Background: an optimization exercise with open tools, aiming at small area. Do not read the settings as production practice. RTL that was checked went through simulation tests only; none was proved equivalent to the original. The clock port is modelled as an ideal driver, which makes a skipped or thinned clock tree look cheaper than it is; a real chip needs a root buffer or a tree. Power and IR drop assume default switching activity.

// drsstc_sfp_transceiver_top
module drsstc_sfp_transceiver_top (
    input           CLK_60M,
    input           RST_N,
    input   [7:0]   IN,
    output  [7:0]   OUT,
    input   [2:0]   LV_IN,
    output  [2:0]   LV_OUT,
    input   [7:0]   DIP_SW1,         
    input   [7:0]   DIP_SW2,         
    output  [1:0]   LED_TX,          
    output  [1:0]   LED_RX,          
    input           SFP_LOSS_SIG,    
    output          SFP_RATE_SEL,    
    output          SFP_TX_DIS_N,    
    input           SFP_TX_FLT,      
    input   [2:0]   SFP_MOD_DEF,     
    input           LVDS_DAT_OUT,    
    output          LVDS_DAT_IN,     
    output          LVDS_DRV_EN,     
    output          LVDS_RCV_EN_N,   
    output          TP1,
    output          TP2
    );
==> module serial_rx, before the edit <==
module serial_rx (
    input   wire            i_clk,
    input   wire            i_res_n,
    input   wire            i_SerialData,
    input   wire            i_sfp_los,
    output  wire            o_rcv_en_n,
    input   wire    [3:0]   i_dip_sel,   
    output  wire            o_my_lock,
    output  reg             o_rx_lock,
    output  reg     [3:0]   o_data,
    output  reg             o_master
);
    assign o_rcv_en_n = 1'b0;    
    wire            w_sync1bData;
    wire            w_sync1bEn;
    reg     [1:0]   r_los_syncFF;
    wire            w_sfp_los = r_los_syncFF[1];
    always @(posedge i_clk) begin
        r_los_syncFF <= {r_los_syncFF[0], i_sfp_los};
    end
    cdr cdr_inst (
        .i_clk ( i_clk ),
        .i_res_n ( i_res_n ),
        .i_SerialData ( i_SerialData ),
        .o_RecoveryData ( w_sync1bData ),
        .o_DataEn ( w_sync1bEn )
    );
    reg     [9:0]   r_10bShift;
    reg             r_shift_out;
    always @(posedge i_clk) begin
        if (~i_res_n) begin
            r_10bShift <= 10'd0;
        end else if (w_sync1bEn) begin
            r_10bShift <= {r_10bShift[8:0], w_sync1bData};
        end
    end
    always @(posedge i_clk) begin
        r_shift_out <= r_10bShift[9];
    end
    wire            w_k28_5_det = (r_10bShift == 10'b0011111010) |
                                  (r_10bShift == 10'b1100000101);
    reg     [3:0]   r_sym_bitCnt;
    wire            r_sym_capture = r_sym_bitCnt[3] & ~r_sym_bitCnt[1] & r_sym_bitCnt[0];   
    wire            r_out_trig = r_sym_bitCnt[3] & r_sym_bitCnt[1];                       
    wire            r_k28_5_det_FF = r_sym_bitCnt[0];
    always @(posedge i_clk) begin
        if (~i_res_n) begin
            r_sym_bitCnt <= 4'd0;
        end else if (w_sync1bEn) begin
            if (r_sym_capture) begin
                r_sym_bitCnt <= {3'b101, w_k28_5_det};
            end else if (w_k28_5_det) begin
                r_sym_bitCnt <= 4'd0;
            end else begin
                r_sym_bitCnt <= r_sym_bitCnt + 4'd1;
            end
        end else if (r_out_trig) begin
            r_sym_bitCnt <= 4'd0;
        end
    end
    wire    [9:0]   w_sym = {r_shift_out, r_10bShift[9:1]};
    wire    [8:0]   w_dec;
    wire            w_code_err;
    decode_8b10b decode_8b10b (
        .datain ( w_sym ),
        .dispin ( 1'b0 ),
        .dataout ( w_dec ),
        .dispout ( ),
        .code_err ( w_code_err ),
        .disp_err ( )
    );
    wire    [7:0]   w_8b_data = w_dec[7:0];
    reg             r_sym_ce;
    always @(posedge i_clk) begin
        if (~i_res_n) begin
            r_sym_ce <= 1'b1;
        end else if (r_out_trig) begin
            r_sym_ce <= w_code_err;
        end
    end
    reg             r_code_err;
    always @(posedge i_clk) begin
        if (r_sym_capture) begin
            r_code_err <= r_sym_ce;
        end
    end
    reg     [2:0]   r_lock_st;
    wire            r_sym_locked = r_lock_st[2] & (r_lock_st[1] | r_lock_st[0]);
    wire            w_bad_frame;
    always @(posedge i_clk or negedge i_res_n) begin
        if (~i_res_n) begin
            r_lock_st <= 3'd0;
        end else if (w_sfp_los | r_code_err | r_lock_st[1] & r_lock_st[2]) begin
            r_lock_st <= 3'd0;
        end else if (r_sym_locked) begin
            if (w_bad_frame) begin
                r_lock_st <= 3'd6;
            end
        end else if (w_sync1bEn & r_sym_capture) begin
            if (w_k28_5_det) begin
                r_lock_st <= r_lock_st + 3'd1;
            end else begin
                r_lock_st <= 3'd0;
            end
        end
    end
    assign o_my_lock = r_sym_locked;
    wire            w_p1_ok = ^w_8b_data[7:0];
    wire            w_frame = r_out_trig & ~r_k28_5_det_FF;
    wire            w_good = w_p1_ok & w_8b_data[7];
    assign          w_bad_frame = w_frame & ~w_good;
    always @(posedge i_clk or negedge i_res_n) begin
        if (~i_res_n) begin
            o_rx_lock <= 1'b0;
            o_data <= 4'd0;
            o_master <= 1'b0;
        end else if (~r_sym_locked | w_bad_frame) begin
            o_data <= o_data & ~i_dip_sel;
        end else if (w_frame) begin
            o_rx_lock <= ~(w_sym[2] ^ w_sym[1]);
            o_master <= w_sym[3] ^ w_sym[0];
            o_data[3:0] <= w_8b_data[4:1];
        end
    end
endmodule
export LEC_CHECK = 0
export CAP_MARGIN = 20
export CORE_MARGIN = 2
export CORE_UTILIZATION = 65
export PLACE_DENSITY = 0.75
export SLEW_MARGIN = 20
create_clock -name core_clock -period 16.0 [get_ports {CLK_60M}]
standard.sh (not shown) runs the stock make flow with config.mk's settings and CLKGATE_MAP_FILE= SYNTH_SCRIPT=/design/flow/synth_recipe.tcl, a recipe that flattens the netlist after the stock synthesis.
==> flow/flow/run.sh <==
#!/bin/bash
# Own layout flow: the standard flow (standard.sh), with
#  - synthesis mapped by an area-oriented ABC script (flow/abc_speed.script
#    stands in for ORFS's script of that name) and no adder cells, so ABC
#    maps all logic; registers are left as the standard synthesis makes them,
#  - port buffers of the smallest buffer cell,
#  - one tie cell for all constant outputs,
#  - a one-level clock tree (flow/cts_manual.tcl) in place of TritonCTS's.
# Each step's full output goes to a log file of its own in this folder;
# ORFS's per-stage logs are under orfs/logs/.
set -euo pipefail
W=$PWD

# Scripts folder: ORFS's scripts, with the ABC script replaced.
mkdir -p "$W/scripts_own"
for f in "$FLOW_HOME"/scripts/*; do
  ln -sfn "$f" "$W/scripts_own/$(basename "$f")"
done
rm -f "$W/scripts_own/abc_speed.script"
cp "$W/flow/abc_speed.script" "$W/scripts_own/abc_speed.script"

bash standard.sh SCRIPTS_DIR="$W/scripts_own" ADDER_MAP_FILE= synth > "$W/synth.log" 2>&1

# cts_hook.tcl runs before ORFS's CTS step and puts the one-level tree in
# place of its clock_tree_synthesis call.
cat > "$W/cts_hook.tcl" <<TCL
source $W/flow/cts_manual.tcl
rename clock_tree_synthesis tritoncts_unused
proc clock_tree_synthesis {args} { my_manual_cts }
TCL

export CTS_MAN_N=3
export CTS_MAN_CELL=sky130_fd_sc_hd__clkbuf_16
bash standard.sh \
  BUFFER_PORTS_ARGS="-buffer_cell sky130_fd_sc_hd__buf_1" \
  PRE_CTS_TCL="$W/cts_hook.tcl" \
  SKIP_REPAIR_TIE_FANOUT=1 \
  finish > "$W/layout.log" 2>&1
Other scripts of this flow, unchanged in this note and not shown: flow/flow/abc_speed.script, flow/flow/cts_manual.tcl
==> next run, changes <==
--- a/flow/design.v
+++ b/flow/design.v
@@ -387,12 +387,16 @@
     assign o_rcv_en_n = 1'b0;    
     wire            w_sync1bData;
     wire            w_sync1bEn;
     reg     [1:0]   r_los_syncFF;
     wire            w_sfp_los = r_los_syncFF[1];
-    always @(posedge i_clk) begin
-        r_los_syncFF <= {r_los_syncFF[0], i_sfp_los};
+    always @(posedge i_clk or negedge i_res_n) begin
+        if (~i_res_n) begin
+            r_los_syncFF <= 2'b11;
+        end else begin
+            r_los_syncFF <= {r_los_syncFF[0], i_sfp_los};
+        end
     end
     cdr cdr_inst (
         .i_clk ( i_clk ),
         .i_res_n ( i_res_n ),
         .i_SerialData ( i_SerialData ),
@@ -452,11 +456,13 @@
             r_sym_ce <= w_code_err;
         end
     end
     reg             r_code_err;
     always @(posedge i_clk) begin
-        if (r_sym_capture) begin
+        if (~i_res_n) begin
+            r_code_err <= 1'b1;
+        end else if (r_sym_capture) begin
             r_code_err <= r_sym_ce;
         end
     end
     reg     [2:0]   r_lock_st;
     wire            r_sym_locked = r_lock_st[2] & (r_lock_st[1] | r_lock_st[0]);
The changed run ran to the end with no violations; global-route usage came out lower by 0.43 points; total power hardly moves; sequential share of layout area came out lower by 0.57 points; cell area came out higher by about 1.5%; wire length came out higher by 1.5%; cell count came out higher by about 0.57%; critical path depth is unchanged; setup slack loses 0.039 ns; die area came out higher by 1.7%; combinational power came out lower by about 2.8%.
The RTL of the first run of this note was laid out without a check of its function. No run of this note takes its clock network from TritonCTS; it comes from the design's own scripts or RTL.

[port drivers added, routing unchanged]
How much do the figures lean on ideal ports? The routed layouts below were timed once more, with nothing changed but the port constraints. Step 1, drivers: a clkbuf_16 drives CLK_60M and a buf_2 each remaining input, both assumed. Step 2 also shifts input and output timing later by t, the mid clock arrival at the registers, as if the neighbouring blocks saw the same clock. a / b / c = no drivers / after step 1 / after step 2; a / b = the first two.
| run | shift t [ns] | setup slack, ns | hold slack, ns | worst setup path at the end | worst slew at a driven data input, ns |
|---|---|---|---|---|---|
| the first run | 0.214 | 9.035 / 9.015 / 9.015 | 0.285 / 0.285 / 0.285 | input to output | 0.03 |
| the second run | 0.210 | 8.996 / 8.977 / 8.977 | 0.295 / 0.295 / 0.295 | input to output | 0.03 |
After both steps setup and hold are still met in every run listed. The setup slack of the first run, which loses most, moves by -0.020 ns with the drivers and by -0.020 ns with both steps.
